Source: an optimization exercise on an open RTL-to-GDS flow (aim: small area). Production flows keep margins and buffers that such runs may drop.
In this exercise RTL edits were held to simulation tests only and were not proved equivalent to the original.
Power and IR drop assume default switching activity.

[design/flow/flow/run.sh]
#!/bin/bash
# Standard ORFS layout, with the smallest buffer for the port buffers and
# a coarser clock tree without dummy loads.
set -euo pipefail
bash standard.sh \
  "BUFFER_PORTS_ARGS=-buffer_cell sky130_fd_sc_hd__buf_1" \
  "CTS_ARGS=-sink_clustering_enable -repair_clock_nets -dont_use_dummy_load -sink_clustering_size 14 -sink_clustering_max_diameter 60 -buf_list {sky130_fd_sc_hd__clkbuf_8}" \
  finish > flow_make.log 2>&1
[design/flow/constraint.sdc]
create_clock -name core_clock -period 4.0 [get_ports {clk}]
set_input_delay 0.8000 -clock core_clock [delete_from_list [all_inputs] [get_ports {clk}]]
set_output_delay 0.8000 -clock core_clock [all_outputs]
set_load 0.01 [all_outputs]
[design/flow/config.mk]
export PLATFORM = sky130hd
export DESIGN_NAME = PCC_4op
export DESIGN_NICKNAME = PCC_4op
export VERILOG_FILES = /design/flow/design.v
export SDC_FILE = /design/flow/constraint.sdc
export NUM_CORES = 4
export LEC_CHECK = 0
export CAP_MARGIN = 0
export CELL_PAD_IN_SITES_DETAIL_PLACEMENT = 1
export CORE_MARGIN = 2
export CORE_UTILIZATION = 40
export SLEW_MARGIN = 0
export SYNTH_HIERARCHICAL = 1
[design/flow/design.v]
`timescale 1ns / 10ps
module PCC_4op
#(
parameter	LOCAL_Y	=	4'b0010,
parameter	LOCAL_X	=	4'b0001,
parameter	DATAW		=	66,
parameter	PORTS		=	4,
parameter   OUT_PORTS	=	4,
parameter	CONNECTIONW	=	16,
parameter	ADDRYX		=	8,
parameter	FWCTRLW		=	1,
parameter	BWCTRLW		=	3
)
(
input				clk,
input				reset,
input	[DATAW-1:0]	PCC_ip_data_i0,		PCC_ip_data_i1,		PCC_ip_data_i2,		PCC_ip_data_i3,	 
input				PCC_ip_stb_i0,		PCC_ip_stb_i1,		PCC_ip_stb_i2,		PCC_ip_stb_i3,	
input				PCC_ip_fwd_i0,		PCC_ip_fwd_i1,		PCC_ip_fwd_i2,		PCC_ip_fwd_i3,	    	
input				PCC_op_fail_i0,		PCC_op_fail_i1,		PCC_op_fail_i2,		PCC_op_fail_i3,	
input				PCC_op_pack_i0,		PCC_op_pack_i1,		PCC_op_pack_i2,		PCC_op_pack_i3,	
input				PCC_op_suspend_i0,	PCC_op_suspend_i1,	PCC_op_suspend_i2,	PCC_op_suspend_i3,	
input				PCC_op_cancel_i0,	PCC_op_cancel_i1,	PCC_op_cancel_i2,	PCC_op_cancel_i3,	
output	[DATAW-1:0]	PCC_op_data_o0,		PCC_op_data_o1,		PCC_op_data_o2,		PCC_op_data_o3,	
output				PCC_op_stb_o0,		PCC_op_stb_o1,		PCC_op_stb_o2,		PCC_op_stb_o3,	
output				PCC_op_fwd_o0,		PCC_op_fwd_o1,		PCC_op_fwd_o2,		PCC_op_fwd_o3,	
output				PCC_ip_fail_o0,		PCC_ip_fail_o1,		PCC_ip_fail_o2,		PCC_ip_fail_o3,	 
output				PCC_ip_pack_o0,		PCC_ip_pack_o1,		PCC_ip_pack_o2,		PCC_ip_pack_o3,	
output				PCC_ip_suspend_o0,	PCC_ip_suspend_o1,	PCC_ip_suspend_o2,	PCC_ip_suspend_o3,	
output				PCC_ip_cancel_o0,	PCC_ip_cancel_o1,	PCC_ip_cancel_o2,	PCC_ip_cancel_o3
);
localparam [2:0] S_IDLE  = 3'd1, S_PRE  = 3'd2, S_LOCK  = 3'd0,
                 S_FAIL2 = 3'd5, S_REQ1 = 3'd4, S_REQ2 = 3'd6,
                 S_FAIL1 = 3'd3;
wire nr = ~reset;
wire [DATAW-1:0] din [0:3];
assign din[0] = PCC_ip_data_i0;
assign din[1] = PCC_ip_data_i1;
assign din[2] = PCC_ip_data_i2;
assign din[3] = PCC_ip_data_i3;
wire [3:0] stb_i   = {PCC_ip_stb_i3, PCC_ip_stb_i2, PCC_ip_stb_i1, PCC_ip_stb_i0};
wire [3:0] fwd_i   = {PCC_ip_fwd_i3, PCC_ip_fwd_i2, PCC_ip_fwd_i1, PCC_ip_fwd_i0};
wire [3:0] ofail_i = {PCC_op_fail_i3, PCC_op_fail_i2, PCC_op_fail_i1, PCC_op_fail_i0};
wire [3:0] opack_i = {PCC_op_pack_i3, PCC_op_pack_i2, PCC_op_pack_i1, PCC_op_pack_i0};
wire [3:0] osusp_i = {PCC_op_suspend_i3, PCC_op_suspend_i2, PCC_op_suspend_i1, PCC_op_suspend_i0};
wire [3:0] ocanc_i = {PCC_op_cancel_i3, PCC_op_cancel_i2, PCC_op_cancel_i1, PCC_op_cancel_i0};
reg  [15:0] conn;
reg  [4*DATAW-1:0] odata;
reg  [3:0]  ostb, ofwd, ofail, ocanc, osusp, opack;
reg  [3:0]  ipack, isusp, icanc, iskip;
wire [3:0]  ifail;
reg  [11:0] ics;
reg  [7:0]  act;
reg  [3:0]  loc;
reg  [2:0]  sel_d1, sel_d2;          
reg         chg;                     
reg  [3:0]  dest_r;
reg  [1:0]  dir;                     
reg         ybr;                     
wire [15:0] cs_ = conn & {16{nr}};
wire [3:0] occ = {|cs_[15:12], |cs_[11:8], |cs_[7:4], |cs_[3:0]};
wire [3:0] bw_pack, bw_susp, bw_canc;
genvar j, k;
generate
for (j = 0; j < 4; j = j + 1) begin : g_out
    wire [DATAW-1:0] xd, xn, tn;
    PCC_xb3 u_xb3 (.a(din[0]), .b(din[1]), .c(din[2]),
                   .sa(cs_[4*j]), .sb(cs_[4*j+1]), .sc(cs_[4*j+2]), .yn(xn));
    PCC_xn2 u_xn2 (.a(din[3]), .s(cs_[4*j+3]), .yn(tn));
    PCC_xb1 u_xb1 (.an(xn), .bn(tn), .y(xd));
    always @(posedge clk) begin
        odata[DATAW*j+:DATAW] <= xd;
        ofwd[j]  <= |(cs_[4*j+:4] & fwd_i);
        ostb[j]  <= occ[j];
        ofail[j] <= ofail_i[j];
        opack[j] <= opack_i[j];
        osusp[j] <= osusp_i[j];
        ocanc[j] <= ocanc_i[j] & ~xd[DATAW-1] & xd[DATAW-2];
    end
end
for (k = 0; k < 4; k = k + 1) begin : g_bw
    wire [3:0] col = {cs_[12+k], cs_[8+k], cs_[4+k], cs_[k]};
    assign bw_pack[k] = |(col & opack);
    assign bw_susp[k] = |(col & osusp);
    assign bw_canc[k] = |(col & ocanc);
end
endgenerate
wire [3:0] ireq;
generate
for (k = 0; k < 4; k = k + 1) begin : g_req
    assign ireq[k] = ics[3*k+:3] == S_REQ1 || ics[3*k+:3] == S_REQ2;
end
endgenerate
wire [3:0] sel = ireq[0] ? 4'b0001 : ireq[3] ? 4'b1000 :
                 ireq[1] ? 4'b0010 : ireq[2] ? 4'b0100 : 4'b0000;
wire any_sel = |ireq;
wire [1:0] s_act = ({2{sel[0]}} & act[1:0]) | ({2{sel[1]}} & act[3:2])
                 | ({2{sel[2]}} & act[5:4]) | ({2{sel[3]}} & act[7:6]);
wire s_loc = |(sel & loc);
always @(posedge clk) begin
    sel_d1 <= {nr & any_sel, ~ireq[0] & (ireq[3] | ~ireq[1]), ~ireq[0] & (ireq[3] | ireq[1])};
    sel_d2 <= {nr & sel_d1[2], sel_d1[1:0]};
    chg    <= nr & (sel_d1[2] != sel_d2[2] || (sel_d1[2] && sel_d1[1:0] != sel_d2[1:0]));
    dest_r <= {any_sel & (dir == 2'b01), any_sel & (dir == 2'b11), any_sel & (dir == 2'b10), s_loc};
    if (reset) begin
        dir <= 2'b00; ybr <= 1'b0;
    end else if (s_act == 2'b01) begin
        dir <= {~ybr, ybr}; ybr <= 1'b1;
    end else if (s_act[1]) begin
        dir <= s_act;
    end
end
wire [3:0] src = {4{sel_d2[2]}} & (4'b0001 << sel_d2[1:0]);
wire [3:0] freed = dest_r & ~occ;
wire anyfree = |freed;
wire [3:0] first = {freed[3] & ~|freed[2:0], freed[2] & ~|freed[1:0], freed[1] & ~freed[0], freed[0]};
wire [3:0] grant = (chg & anyfree) ? src : 4'b0;
wire [3:0] deny  = ((chg & ~anyfree) ? src : 4'b0)
                 | (ofail[0] ? cs_[3:0]   : 4'b0) | (ofail[1] ? cs_[7:4]   : 4'b0)
                 | (ofail[2] ? cs_[11:8]  : 4'b0) | (ofail[3] ? cs_[15:12] : 4'b0);
generate
for (j = 0; j < 4; j = j + 1) begin : g_conn_j
    for (k = 0; k < 4; k = k + 1) begin : g_conn_k
        always @(posedge clk)
            conn[4*j+k] <= nr & stb_i[k] &
                ((conn[4*j+k] & ~(ocanc[j] | ofail[j])) | (chg & src[k] & first[j]));
    end
end
endgenerate
function [1:0] xcls;    
    input [3:0] x;
    xcls = {x != LOCAL_X && x != 4'd0, x == LOCAL_X};
endfunction
function [15:0] cw_table;
    input dummy;
    integer i;
    reg [3:0] d;
    begin
        for (i = 0; i < 16; i = i + 1) begin
            d = i - LOCAL_Y;
            cw_table[i] = (LOCAL_X == 4'd1 && d <= 4'd8 && d != 4'd0) ||
                          (LOCAL_X == 4'd2 && d <= 4'd4 && d != 4'd0);
        end
    end
endfunction
localparam [15:0] CW_TAB = cw_table(1'b0);
function [1:0] ycls;    
    input [3:0] y;
    ycls = {CW_TAB[y], y == LOCAL_Y};
endfunction
generate
for (k = 0; k < 4; k = k + 1) begin : g_in
    wire [DATAW-1:0] d = din[k];
    wire stb = stb_i[k];
    wire [2:0] cs = ics[3*k+:3];
    wire mc2 = d[DATAW-3];
    wire check_pot = d[DATAW-1:DATAW-2] == 2'b10 &&
        ((mc2 && d[11:8] == LOCAL_Y && |d[15:12]) ||
         (!mc2 && d[11:8] == LOCAL_X && d[15:12] == LOCAL_Y && |d[23:16]));
    reg [2:0] ns;
    always @(*) begin
        case (cs)
        S_IDLE: ns = (stb && d[DATAW-1]) ? S_REQ1 : S_IDLE;
        S_REQ1: ns = !stb ? S_IDLE : deny[k] ? S_FAIL1 : grant[k] ? S_PRE : S_REQ1;
        S_REQ2: ns = !stb ? S_IDLE : deny[k] ? S_FAIL1 : grant[k] ? S_PRE : S_REQ2;
        S_PRE:  ns = !stb ? S_IDLE : deny[k] ? S_FAIL1 :
                     !bw_pack[k] ? S_PRE : (!check_pot || iskip[k]) ? S_LOCK : S_REQ2;
        S_LOCK: ns = !stb ? S_IDLE : deny[k] ? S_FAIL1 : bw_canc[k] ? S_IDLE : S_LOCK;
        S_FAIL1, S_FAIL2: ns = !stb ? S_IDLE : S_FAIL2;
        default: ns = S_IDLE;
        endcase
    end
    assign ifail[k] = cs == S_FAIL1;
    wire ld1 = ns == S_REQ1;
    wire ld2 = ns == S_REQ2;
    wire [1:0] xn = ld1 ? xcls(d[11:8]) : xcls(d[19:16]);
    wire [1:0] xo = {~act[2*k+1] & act[2*k], act[2*k+1]};
    wire [1:0] xc = mc2 ? xo : xn;
    wire [1:0] yc = !mc2 ? (ld2 ? ycls(d[23:20]) : ycls(d[15:12]))
                         : (ld2 ? ycls(d[15:12]) : ycls(d[11:8]));
    always @(posedge clk) begin
        ics[3*k+:3] <= reset ? S_IDLE : ns;
        iskip[k] <= nr & stb & (ld2 | iskip[k]);
        ipack[k] <= bw_pack[k];
        isusp[k] <= bw_susp[k];
        icanc[k] <= bw_canc[k];
        if (!nr || !(ld1 || ld2))
            act[2*k+:2] <= 2'b00;
        else if (xc[1])
            act[2*k+:2] <= 2'b01;
        else if (xc[0])
            act[2*k+:2] <= (k == 1 || ((k == 0 || k == 3) && yc[1])) ? 2'b11 : 2'b10;
        else
            act[2*k+:2] <= 2'b00;
        loc[k] <= xc[0] & yc[0];
    end
end
endgenerate
assign PCC_op_data_o0 = odata[DATAW*0+:DATAW];
assign PCC_op_data_o1 = odata[DATAW*1+:DATAW];
assign PCC_op_data_o2 = odata[DATAW*2+:DATAW];
assign PCC_op_data_o3 = odata[DATAW*3+:DATAW];
assign {PCC_op_stb_o3, PCC_op_stb_o2, PCC_op_stb_o1, PCC_op_stb_o0} = ostb;
assign {PCC_op_fwd_o3, PCC_op_fwd_o2, PCC_op_fwd_o1, PCC_op_fwd_o0} = ofwd;
assign {PCC_ip_fail_o3, PCC_ip_fail_o2, PCC_ip_fail_o1, PCC_ip_fail_o0} = ifail;
assign {PCC_ip_pack_o3, PCC_ip_pack_o2, PCC_ip_pack_o1, PCC_ip_pack_o0} = ipack;
assign {PCC_ip_suspend_o3, PCC_ip_suspend_o2, PCC_ip_suspend_o1, PCC_ip_suspend_o0} = isusp;
assign {PCC_ip_cancel_o3, PCC_ip_cancel_o2, PCC_ip_cancel_o1, PCC_ip_cancel_o0} = icanc;
endmodule
module PCC_xb3 (input [65:0] a, b, c, input sa, sb, sc, output [65:0] yn);
assign yn = ~(({66{sa}} & a) | ({66{sb}} & b) | ({66{sc}} & c));
endmodule
module PCC_xn2 (input [65:0] a, input s, output [65:0] yn);
assign yn = ~({66{s}} & a);
endmodule
module PCC_xb1 (input [65:0] an, bn, output [65:0] y);
assign y = ~(an & bn);
endmodule
[design/flow/standard.sh]
#!/bin/bash
# synth_recipe.tcl (not shown) runs the flow's synth.tcl, then flattens the netlist and writes it again
# the make line also repeats each setting of config.mk as NAME=value (left out here)
make -C /OpenROAD-flow-scripts/flow DESIGN_CONFIG=/design/flow/config.mk WORK_HOME=/design/flow/orfs CLKGATE_MAP_FILE= SYNTH_SCRIPT=/design/flow/synth_recipe.tcl "${@:-finish}"
==> run notes, run 1 <==
final net count 2540; part of the Yosys area used for sequential elements 46.6%; clock latency on the worst-skew pair 630 ps; Overflow after GRT 0; PostCTS Resize Cnt 0; Row Count 71; clock sinks 358; CTS Hold Bufs 0; Synth Register Bits 358; Multi-input gate area 7470 sq um; nature of the critical path startpoint primary input; ANT nets after route 0; commonest non-fill, non-tap cell in the layout nand2_1; maxcap violations 0; CP required 4550 ps; crit-path max FO 19; relative slew slack 25.0%; Initial DRC Count 3086; fin. max-slew vios 0; drt wl/cell 27.7 microns; DRT Wirelength 76500 microns; DP Worst Slack 643 ps; Power per Cell Area 334 nW/um^2; TritonCTS Buffers 37; Top FF cell, synth dfxtp_1; Max IR drop VDD 0.229 mV; drt drc 0; fin crit share 69.4%; synth warn 7; Clock transition at path regs 80 ps; drt pass-1 iters 12; Leakage 7.33 nW; all-layer global routing usage 36.5%; layout overhead on the synthesized area 18.8%; Synth async-reset ratio 0%; IO buf count 577; Die Footprint 40000 sq um; Synth Cell Area 15400 sq um; gpl congestion 0.963; CTS tree yes; kind of end point of the critical path flop; die height 200 microns; Starting Density 40.7%; FILL cells 4751; EDFF count, synth 0; # setup viols final 0; Synth Net Count 2023; Clk Tree Root Cell clkbuf_8; dpl hpwl 52500 microns; initial antenna violation count 7; Achievable Freq 360 MHz; routed vias/inst 6.44; Cell variety after synth 69; Hold Path Class primary input to flop; layout cell share with drive strength beyond 1 4.67%; post-layout min period 2770 ps; Final WS setup 1230 ps; CTS Buffer Depth 3; core area 37800 sq um; Avg Inst Size Synth 8.88 sq um; setup_tns 0 ps; critical path type primary input to flop; largest net degree at the start of global routing 69; crit path DAT 3320 ps; RSZ-0062 raised after global routing no; most frequent cells in the layout nand2_1 (577), buf_1 (576), dfxtp_1 (358), a222oi_1 (264), nor2_1 (76); status no timing/DRC/antenna violations; post-CTS setup buffer count 0; clock skew 69.4 ps; Hold Vio Cnt, Final 0; vias in the first global route 17900; slew at the pin with the worst max-slew slack 1120 ps; Ports 578; Mapped Cells 1733; first-pass GRT wire length 113000 microns; Die Wd 200 microns; Sequential cell area 7170 sq um; total number of vias 17800; H-tree levels 2; Power, Total 6.10 mW
[kinds of logic after synthesis]
logic type                synth area share, %
DFF                                      46.6
buffers and inverters                    5.62
AOI/OAI and AO/OA                        24.9
and+or+nand+nor                          21.9
muxes                                   0.472
xor gates and xnor gates                0.455
[report_power, final]
| part | leakage [nW] | internal, mW | switching [mW] | total (mW) |
|---|---|---|---|---|
| clock | 0.266 | 0.827 | 1.26 | 2.09 |
| sequential | 2.89 | 3.58 | 0.0203 | 3.60 |
| combinational | 4.18 | 0.114 | 0.302 | 0.416 |
| total | 7.33 | 4.52 | 1.59 | 6.10 |
[layout make-up]
class,count,area share [%]
timing repair buffer,607,13.3
clock buffer,37,2.79
sequential,358,39.2
tap,511,3.50
inverter,10,0.205
multi-input combinational,1236,40.9
antenna,8,0.110
[synth_stat cells (25+ instances only)]
cell type	n	area (sq um)
dfxtp_1	358	7170
nand2_1	577	2170
buf_6	25	282
a22oi_1	48	360
clkbuf_1	35	131
a21oi_1	28	140
nor2b_1	31	194
nor3_1	33	165
buf_2	39	195
a222oi_1	264	2640
nor2_1	76	285
buf_4	28	210
[registers in the layout (all words and copies together), names as in the netlist, 8 cells and up]
| name | flops |
|---|---|
| act | 8 |
| odata | 264 |
| conn | 16 |
| ics | 12 |
[path summary, 6_finish.rpt]
check,depth (start not counted),to,slack (ps),startpoint
max reg2reg,8,act[6]$_SDFF_PP0_,1280,conn[1]$_DFF_P_
max,8,act[6]$_SDFF_PP0_,1230,reset
min,1,opack[2]$_DFF_P_,300,PCC_op_pack_i2
min reg2reg,0,sel_d2[1]$_DFF_P_,380,sel_d1[1]$_DFF_P_
[critical path, stage by stage]
cell and delay [ps]:
clkbuf_2 370, o21ai_1 360, and4_1 560, a21oi_1 200, a41oi_2 360, o21ai_1 120, a2111oi_1 380, a211o_1 150
[through the flow]
stage / area, sq um / hold WS, ps / std cells / util (%)
floorplan: 15400 / 350 / 1733 / -
global placement: 17700 / 356 / 2722 / 47.0
detailed placement: 17700 / 359 / 2722 / 47.0
CTS: 18300 / 267 / 2759 / 48.4
global route: 18300 / 266 / 2762 / 48.4
finish: 18300 / 301 / 2767 / 48.4
[per-layer routing]
| layer | vias up | wire length [microns] | GRT usage, % |
|---|---|---|---|
| li1 | 7589 | - | - |
| met1 | 8672 | 28200 | 44.5 |
| met2 | 1316 | 35700 | 59.0 |
| met3 | 255 | 8160 | 8.31 |
| met4 | 0 | 4560 | 21.4 |
| met5 | - | 0 | 0 |
[modules after synthesis, one instance, submodules excluded]
module / times used / flip-flops and latches
PCC_4op: 1 / 358
PCC_xn2: 4 / 0
PCC_xb3: 4 / 0
PCC_xb1: 4 / 0
==> run 2: changes to the inputs <==
==> design/flow/flow/run.sh (replaced) <==
#!/bin/bash
# Standard ORFS layout, with the smallest buffer for the port buffers and
# a coarser clock tree without dummy loads.
set -euo pipefail
bash standard.sh \
  "BUFFER_PORTS_ARGS=-buffer_cell sky130_fd_sc_hd__buf_1" \
  "CTS_ARGS=-sink_clustering_enable -repair_clock_nets -dont_use_dummy_load -sink_clustering_size 16 -sink_clustering_max_diameter 60 -buf_list {sky130_fd_sc_hd__clkbuf_8}" \
  finish > flow_make.log 2>&1
==> run notes, run 2 <==
Achievable Freq 352 MHz; final net count 2539; Synth Net Count 2023; largest net degree at the start of global routing 69; CTS Buffer Depth 3; PostCTS Resize Cnt 0; CTS tree yes; EDFF count, synth 0; Mapped Cells 1733; area share of the largest cell type after synthesis 46.6%; Leakage 7.32 nW; dpl hpwl 52500 microns; # setup viols final 0; synth cell count leaders nand2_1 (577), dfxtp_1 (358), a222oi_1 (264); DRT Wirelength 76000 microns; H-tree levels 2; die height 200 microns; Avg Inst Size Synth 8.88 sq um; Synth async-reset ratio 0%; IO buf count 577; first-pass GRT wire length 113000 microns; Synth Area in Simple Gates 21.9%; Power per Cell Area 332 nW/um^2; most common cell in the netlist nand2_1; TritonCTS Buffers 36; Starting Density 40.7%; Critical R2R Launch conn[1]$_DFF_P_; Setup crit start reset; drt pass-1 iters 12; synth warn 7; maxcap violations 0; max FFs per register 264; slew at the pin with the worst max-slew slack 1110 ps; largest area contributor in the synthesized netlist dfxtp_1; commonest non-fill, non-tap cell in the layout nand2_1; crit path DAT 3340 ps; Die Wd 200 microns; ANT nets after route 0; CTS Hold Bufs 0; crit-path max FO 19; Min Hold Slack 305 ps; Clock transition at path regs 90 ps; critical path type primary input to flop; fin cells 2765; Final Util 48.4%; Hold Vio Cnt, Final 0; largest registers odata (264), conn (16), ics (12); Top reg by flops odata; Die Footprint 40000 sq um; relative slew slack 26.0%; Top FF cell, synth dfxtp_1; layout overhead on the synthesized area 18.7%; layout cell share with drive strength beyond 1 4.63%; Placed Cells 2722; all-layer global routing usage 36.2%; routed vias/inst 6.46; setup_tns 0 ps; Synth Cell Area 15400 sq um; most frequent cells in the layout nand2_1 (577), buf_1 (576), dfxtp_1 (358), a222oi_1 (264), nor2_1 (76); mux cell area share after synthesis 0.472%; top post-synthesis cells by area dfxtp_1 (47%), a222oi_1 (17%), nand2_1 (14%); drt wl/cell 27.5 microns; Overflow after GRT 0; drt drc 0; clock sinks 358; post-synthesis compound-gate area fraction 24.9%; Clk Tree Root Cell clkbuf_8; gpl congestion 0.963; Cell variety after synth 69; post-CTS setup buffer count 0; status no timing/DRC/antenna violations; post-synthesis xor/xnor area fraction 0.455%; largest family of logic cells by synthesized area compound AO/OA/AOI/OAI gates; initial antenna violation count 7; Row Count 71; fin. max-slew vios 0; nature of the critical path startpoint primary input; total number of vias 17900; vias in the first global route 18000; Synth Register Bits 358; Ports 578; core area 37800 sq um; post-layout min period 2840 ps; Max IR drop VDD 0.218 mV; kind of end point of the critical path flop; RSZ-0062 raised after global routing no; clock skew 52.5 ps; Hold Path Class primary input to flop; hold path start PCC_op_pack_i2; Adder-Cell Fraction of Synth Area 0%; Initial DRC Count 3366; clock latency on the worst-skew pair 590 ps; part of the Yosys area used for sequential elements 46.6%; fin crit share 70.9%; CP required 4500 ps
-- run 2: cell counts after synthesis --
Identical to the previous run, type by type.
-- run 2: cell type report --
class	count	area, sq um
flip-flops and latches	358	7170
repair buffers	607	2430
well taps	511	639
diodes	7	17.5
inverters	10	37.5
multi-input cells	1236	7470
fillers	4747	19500
clock buffers	36	495
-- run 2: path summary, 6_finish.rpt --
| kind | end | slack [ps] | cells after the start |
|---|---|---|---|
| max | act[6]$_SDFF_PP0_ | 1160 | 8 |
| max reg2reg | act[6]$_SDFF_PP0_ | 1240 | 8 |
| min reg2reg | sel_d2[1]$_DFF_P_ | 370 | 0 |
| min | opack[2]$_DFF_P_ | 310 | 1 |
-- run 2: per-module statistics from Yosys (local to each module, per instance) --
module,cells,copies in the design,flip-flops and latches
PCC_xb3,87,4,0
PCC_xb1,66,4,0
PCC_4op,829,1,358
PCC_xn2,73,4,0
-- run 2: metal layers --
| metal | vias to the layer above | routed length [microns] | track usage (%) |
|---|---|---|---|
| met5 | - | 13 | 0 |
| met4 | 2 | 4490 | 21.5 |
| met3 | 248 | 8590 | 7.81 |
| met2 | 1395 | 35600 | 58.8 |
| met1 | 8617 | 27400 | 44.2 |
| li1 | 7593 | - | - |
-- run 2: critical path: stages --
cell and delay (ps):
clkbuf_2 370, o21ai_1 350, and4_1 560, a21oi_1 200, a41oi_2 360, o21ai_1 120, a2111oi_1 390, a211o_1 150
-- run 2: per-stage QoR --
| step | area [sq um] | setup WS [ps] | power [mW] |
|---|---|---|---|
| 6_report | 18300 | 1160 | 6.06 |
| 4_1_cts | 18200 | 1260 | 6.06 |
| 3_5_place_dp | 17700 | 643 | 4.07 |
| 5_1_grt | 18200 | 964 | 6.25 |
| 3_3_place_gp | 17700 | 690 | 4.06 |
| 2_1_floorplan | 15400 | 1440 | 3.76 |
-- run 2: kinds of logic after synthesis --
logic type                count (synthesis)
AOI/OAI and AO/OA                       428
xor gates and xnor gates                  8
buffers and inverters                   139
DFF                                     358
muxes                                     7
and+or+nand+nor                         793
-- run 2: power breakdown --
| part | total (mW) | switching [mW] | internal, mW |
|---|---|---|---|
| Clock | 2.05 | 1.24 | 0.806 |
| Sequential | 3.60 | 0.0204 | 3.58 |
| Combinational | 0.415 | 0.301 | 0.114 |
==> run 3: changes to the inputs <==
--- a/design/flow/design.v
+++ b/design/flow/design.v
@@ -175,10 +175,11 @@
     wire ld2 = ns == S_REQ2;
-    wire [1:0] xn = ld1 ? xcls(d[11:8]) : xcls(d[19:16]);
+    wire two = cs == S_PRE || cs == S_REQ2;
+    wire [1:0] xn = !two ? xcls(d[11:8]) : xcls(d[19:16]);
     wire [1:0] xo = {~act[2*k+1] & act[2*k], act[2*k+1]};
     wire [1:0] xc = mc2 ? xo : xn;
-    wire [1:0] yc = !mc2 ? (ld2 ? ycls(d[23:20]) : ycls(d[15:12]))
-                         : (ld2 ? ycls(d[15:12]) : ycls(d[11:8]));
+    wire [1:0] yc = !mc2 ? (two ? ycls(d[23:20]) : ycls(d[15:12]))
+                         : (two ? ycls(d[15:12]) : ycls(d[11:8]));
     always @(posedge clk) begin
         ics[3*k+:3] <= reset ? S_IDLE : ns;
-        iskip[k] <= nr & stb & (ld2 | iskip[k]);
+        iskip[k] <= nr & stb & (iskip[k] | (cs == S_PRE && !deny[k] && bw_pack[k] && check_pot));
         ipack[k] <= bw_pack[k];
==> run notes, run 3 <==
CTS tree yes; largest registers odata (264), conn (16), ics (12); Mapped Cells 1726; core area 37600 sq um; Hold Vio Cnt, Final 0; synth cell count leaders nand2_1 (582), dfxtp_1 (358), a222oi_1 (264); Final Util 48.3%; layout overhead on the synthesized area 19.0%; Top reg by flops odata; CTS Buffer Depth 3; routed vias/inst 6.43; vias in the first global route 17700; largest delay contributor family on the critical path simple AND/OR/NAND/NOR gates; Synth async-reset ratio 0%; Achievable Freq 383 MHz; clock skew 50.9 ps; Die Wd 199 microns; Cell variety after synth 68; relative slew slack 14.1%; Min Hold Slack 270 ps; die height 199 microns; drt wl/cell 27.7 microns; post-layout min period 2610 ps; largest net degree at the start of global routing 41; CTS Hold Bufs 0; final net count 2531; CP Buf/Inv Count 2; slew at the pin with the worst max-slew slack 1290 ps; post-CTS setup buffer count 0; clock sinks 358; met3 Resource Use GR 9.91%; H-tree levels 2; met1 usage 43.9%; Starting Density 40.6%; clock latency on the worst-skew pair 610 ps; first-pass GRT wire length 110000 microns; part of the Yosys area used for sequential elements 47.0%; most common cell in the netlist nand2_1; RSZ-0062 raised after global routing no; top post-synthesis cells by area dfxtp_1 (47%), a222oi_1 (17%), nand2_1 (14%); DRT Wirelength 76500 microns; fin crit share 65.3%; # setup viols final 0; Max IR drop VDD 0.232 mV; PostCTS Resize Cnt 0; FF-to-FF setup slack 1460 ps; drt drc 0; synth warn 7; Top FF cell, synth dfxtp_1; EDFF count, synth 0; critical path type primary input to flop; total number of vias 17800; drt pass-1 iters 13; Initial DRC Count 3091; largest area contributor in the synthesized netlist dfxtp_1; nature of the critical path startpoint primary input; Avg Inst Size Synth 8.84 sq um; Synth Cell Area 15300 sq um; met2 Use GR 58.4%; CP Cell Sequence clkbuf_2 > nor2b_4 > buf_4 > a222oi_1 > nand2_1; dpl hpwl 53700 microns; Synth Register Bits 358; crit-path max FO 40; Overflow after GRT 0; CP peak stage delay 1040 ps; commonest non-fill, non-tap cell in the layout nand2_1; layout cell share with drive strength beyond 1 4.51%; Synth Net Count 2016; IO buf count 577; layer with the highest usage met2; CP required 4560 ps; Die Footprint 39700 sq um; Clk Tree Root Cell clkbuf_8; maxcap violations 0; Leakage 7.20 nW; gpl congestion 0.927; Clock transition at path regs 100 ps; status no timing/DRC/antenna violations; all-layer global routing usage 36.7%; crit path DAT 3170 ps; initial antenna violation count 5; area share of the largest cell type after synthesis 47.0%; Slowest cell on crit path nor2b_4; setup_tns 0 ps; Finished Cell Area 18100 sq um; max FFs per register 264; cell area after placement 17700 sq um; Power per Cell Area 332 nW/um^2; fin. max-slew vios 0; most frequent cells in the layout nand2_1 (582), buf_1 (576), dfxtp_1 (358), a222oi_1 (264), nor2_1 (75); ANT nets after route 0; kind of end point of the critical path flop; Ports 578; Row Count 71; TritonCTS Buffers 34; Hold Path Class primary input to flop
## run 3: kinds of logic (layout without fill, tap and decap cells)
| family | Yosys count | in the layout | synth area share, % |
|---|---|---|---|
| xor+xnor | 8 | 8 | 0.459 |
| buf+inv | 139 | 652 | 5.67 |
| simple gates | 792 | 792 | 21.9 |
| mux | 1 | 1 | 0.0656 |
| other cells | 0 | 9 | 0 |
| flops | 358 | 358 | 47.0 |
| compound gates | 428 | 428 | 24.9 |
## run 3: Yosys stat by module (local to each module, per instance)
| module | copies in the design | flip-flops and latches | area [sq um] | cells inside |
|---|---|---|---|---|
| PCC_xb1 | 4 | 0 | 248 | 66 |
| PCC_4op | 1 | 358 | 9880 | 822 |
| PCC_xn2 | 4 | 0 | 295 | 73 |
| PCC_xb3 | 4 | 0 | 801 | 87 |
## run 3: routing by layer
metal / share of wire (%) / vias to the layer above
li1: - / 7576
met1: 36 / 8559
met2: 46 / 1349
met3: 12 / 270
met4: 5.9 / 0
met5: 0 / -
## run 3: layout make-up
class,count,area (sq um)
tap,511,639
multi-input combinational,1229,7350
clock buffer,34,468
inverter,8,30.0
fill,4721,19400
antenna,9,22.5
timing repair buffer,610,2480
sequential,358,7170
## run 3: path summary, 6_finish.rpt
check               startpoint           endpoint  cells past startpoint
max                      reset  odata[98]$_DFF_P_                      5
min             PCC_op_fail_i3   ofail[3]$_DFF_P_                      1
max reg2reg    conn[4]$_DFF_P_  odata[98]$_DFF_P_                      4
min reg2reg  sel_d1[1]$_DFF_P_  sel_d2[1]$_DFF_P_                      0
## run 3: worst register-to-register path, delay by kind of cell (launching register included)
family | cells | cell delay, ps
AOI/OAI and AO/OA | 1 | 230
buffers and inverters | 1 | 640
DFF | 1 | 470
and+or+nand+nor | 2 | 1150
## run 3: where the power goes
group	switching [mW]	internal, mW
Clock	1.26	0.763
Sequential	0.0231	3.58
Combinational	0.299	0.104
## run 3: per-stage QoR
stage                     setup WS (ps)  power (mW)  cells
after floorplan                    1510        3.75   1726
after global placement              947        4.05   2716
final                              1390        6.02   2759
after global routing               1340        6.19   2753
after CTS                          1530        6.02   2750
after detailed placement            911        4.07   2716
==> run 4: changes to the inputs <==
==> design/flow/flow/run.sh (replaced) <==
#!/bin/bash
# Standard ORFS layout, with the smallest buffer for the port buffers and
# a coarser clock tree without dummy loads.
set -euo pipefail
bash standard.sh \
  "BUFFER_PORTS_ARGS=-buffer_cell sky130_fd_sc_hd__buf_1" \
  "CTS_ARGS=-sink_clustering_enable -repair_clock_nets -dont_use_dummy_load -sink_clustering_size 8 -sink_clustering_max_diameter 40 -buf_list {sky130_fd_sc_hd__clkbuf_4 sky130_fd_sc_hd__clkbuf_8} -sink_clustering_buffer sky130_fd_sc_hd__clkbuf_4" \
  finish > flow_make.log 2>&1
==> run notes, run 4 <==
crit path DAT 3140 ps; initial antenna violation count 4; commonest non-fill, non-tap cell in the layout nand2_1; net switching power 1.64 mW; DRT Wirelength 76900 microns; crit-path max FO 40; largest net degree at the start of global routing 41; top post-synthesis cells by area dfxtp_1 (47%), a222oi_1 (17%), nand2_1 (14%); ANT nets after route 0; CTS tree yes; TritonCTS Buffers 60; part of the Yosys area used for sequential elements 47.0%; dpl hpwl 53700 microns; RSZ-0062 raised after global routing no; drt drc 0; die height 199 microns; critical path type primary input to flop; Clock transition at path regs 100 ps; CP required 4590 ps; Synth Cell Area 15300 sq um; EDFF count, synth 0; max FFs per register 264; PostCTS Resize Cnt 0; CTS Buffer Depth 3; Achievable Freq 393 MHz; setup_tns 0 ps; slew at the pin with the worst max-slew slack 1260 ps; vias in the first global route 18000; CP peak stage delay 1050 ps; Finished Cell Area 18200 sq um; post-layout min period 2550 ps; clock sinks 358; Synth Register Bits 358; Synth async-reset ratio 0%; Power per Cell Area 334 nW/um^2; layout cell share with drive strength beyond 1 5.61%; cell area after placement 17700 sq um; status no timing/DRC/antenna violations; total number of vias 18000; most frequent cells in the layout nand2_1 (582), buf_1 (576), dfxtp_1 (358), a222oi_1 (264), nor2_1 (75); Hold Path Class primary input to flop; final net count 2557; Hold Vio Cnt, Final 0; Initial DRC Count 3058; drt wl/cell 27.6 microns; all-layer global routing usage 37.0%; switching portion of total power 27.0%; sequential share of power 59.4%; synth warn 7; clock latency on the worst-skew pair 650 ps; Avg Inst Size Synth 8.84 sq um; relative slew slack 16.0%; Top reg by flops odata; first-pass GRT wire length 111000 microns; Max IR drop VDD 0.191 mV; Die Wd 199 microns; synth cell count leaders nand2_1 (582), dfxtp_1 (358), a222oi_1 (264); Ports 578; Top FF cell, synth dfxtp_1; nature of the critical path startpoint primary input; IO buf count 577; gpl congestion 0.927; H-tree levels 2; routed vias/inst 6.46; CTS Hold Bufs 0; clock power share 34.0%; post-CTS setup buffer count 0; Row Count 71; Synth Net Count 2016; largest registers odata (264), conn (16), ics (12); layout overhead on the synthesized area 19.1%; area share of the largest cell type after synthesis 47.0%; Die Footprint 39700 sq um; largest area contributor in the synthesized netlist dfxtp_1; Starting Density 40.6%; Clk Tree Root Cell clkbuf_8; most common cell in the netlist nand2_1; Leakage 7.25 nW; fin. max-slew vios 0; Slowest cell on crit path nor2b_4; Cell variety after synth 68; CP Cell Sequence clkbuf_2 > nor2b_4 > buf_4 > a222oi_1 > nand2_1; clock skew 68.2 ps; core area 37600 sq um; Overflow after GRT 0; Mapped Cells 1726; combinational share of power 6.7%; maxcap violations 0; drt pass-1 iters 14; kind of end point of the critical path flop; cell-internal power 4.43 mW; # setup viols final 0; fin crit share 63.7%
[run 4: cell types whose count changed in the layout (fill, tap and decap cells not counted)]
cell	previous run	this run
diode_2	9	10
clkbuf_8	34	5
clkbuf_4	0	55
[run 4: metal layers]
layer / global-route usage [%] / share of wire [%] / up-vias
li1: - / - / 7650
met1: 43.7 / 36 / 8713
met2: 59.3 / 47 / 1375
met3: 10.7 / 12 / 270
met4: 22.9 / 5.6 / 0
met5: 0 / 0 / -
[run 4: worst max-delay path: cells and delay by family]
family                 cells  cell delay, ps
AOI/OAI and AO/OA          1             210
buffers and inverters      2             880
and+or+nand+nor            2            1170
[run 4: cell families after synthesis]
| kind of cell | Yosys count | synth area share [%] |
|---|---|---|
| xor gates and xnor gates | 8 | 0.459 |
| and+or+nand+nor | 792 | 21.9 |
| muxes | 1 | 0.0656 |
| AOI/OAI and AO/OA | 428 | 24.9 |
| buffers and inverters | 139 | 5.67 |
| DFF | 358 | 47.0 |
[run 4: metrics by stage]
| stage | setup WS [ps] | util, % | total power [mW] | hold slack [ps] | std cells |
|---|---|---|---|---|---|
| global route | 1400 | 48.3 | 6.25 | 228 | 2780 |
| detailed placement | 911 | 47.0 | 4.07 | 368 | 2716 |
| global placement | 947 | 47.0 | 4.05 | 358 | 2716 |
| CTS | 1570 | 48.3 | 6.07 | 220 | 2776 |
| finish | 1450 | 48.3 | 6.06 | 263 | 2786 |
| floorplan | 1510 | - | 3.75 | 350 | 1726 |
[run 4: worst paths after layout]
path                startpoint                 end  slack [ps]  depth (start not counted)
max                      reset   odata[70]$_DFF_P_        1450                          5
min             PCC_op_fail_i3    ofail[3]$_DFF_P_         260                          1
min reg2reg  sel_d1[1]$_DFF_P_   sel_d2[1]$_DFF_P_         380                          0
max reg2reg    conn[9]$_DFF_P_  odata[195]$_DFF_P_        1460                          4
[run 4: layout make-up]
type,count,area (sq um)
diodes,10,25.0
clock buffers,60,482
fillers,4754,19400
inverters,8,30.0
multi-input cells,1229,7350
flip-flops and latches,358,7170
well taps,511,639
repair buffers,610,2480
[run 4: Yosys stat by module (local to each module, per instance)]
module | cells | flops+latches
PCC_xb3 | 87 | 0
PCC_4op | 822 | 358
PCC_xn2 | 73 | 0
PCC_xb1 | 66 | 0
[run 4: power groups by stage]
stage	clock network [mW]	logic, mW	registers (mW)
global placement	0	0.374	3.68
floorplan	0	0.0854	3.67
global route	2.23	0.424	3.60
finish	2.06	0.403	3.60
CTS	2.09	0.387	3.60
detailed placement	0	0.385	3.68

[what the ideal ports hide]
Ports are ideal in the flow. The routed layouts listed here were re-timed in OpenROAD.
Step 1 sets driving cells, clkbuf_16 on the clock port and buf_2 on the other inputs (assumed; they add their load-dependent delay and slew).
Step 2 also shifts input and output timing later by t, the mid clock arrival at the registers, as if the neighbouring blocks saw the same clock.
a / b / c = ideal ports / drivers / drivers and shift; a / b = the first two.
| run | t, ns | setup WS [ns] | worst setup path after step 2 | worst data-port slew with drivers (ns) |
|---|---|---|---|---|
| run 1 | 0.647 | 1.226 / 1.247 / 0.600 | input to register | 0.11 |
| run 2 | 0.614 | 1.162 / 1.185 / 0.571 | input to register | 0.12 |
| run 3 | 0.646 | 1.387 / 1.417 / 0.771 | input to register | 0.14 |
| run 4 | 0.664 | 1.453 / 1.461 / 0.818 | input to register | 0.13 |
After both steps every run listed still meets setup and hold. For run 4, which loses most, drivers alone change the setup slack by +0.008 ns; drivers and shift together by -0.635 ns.
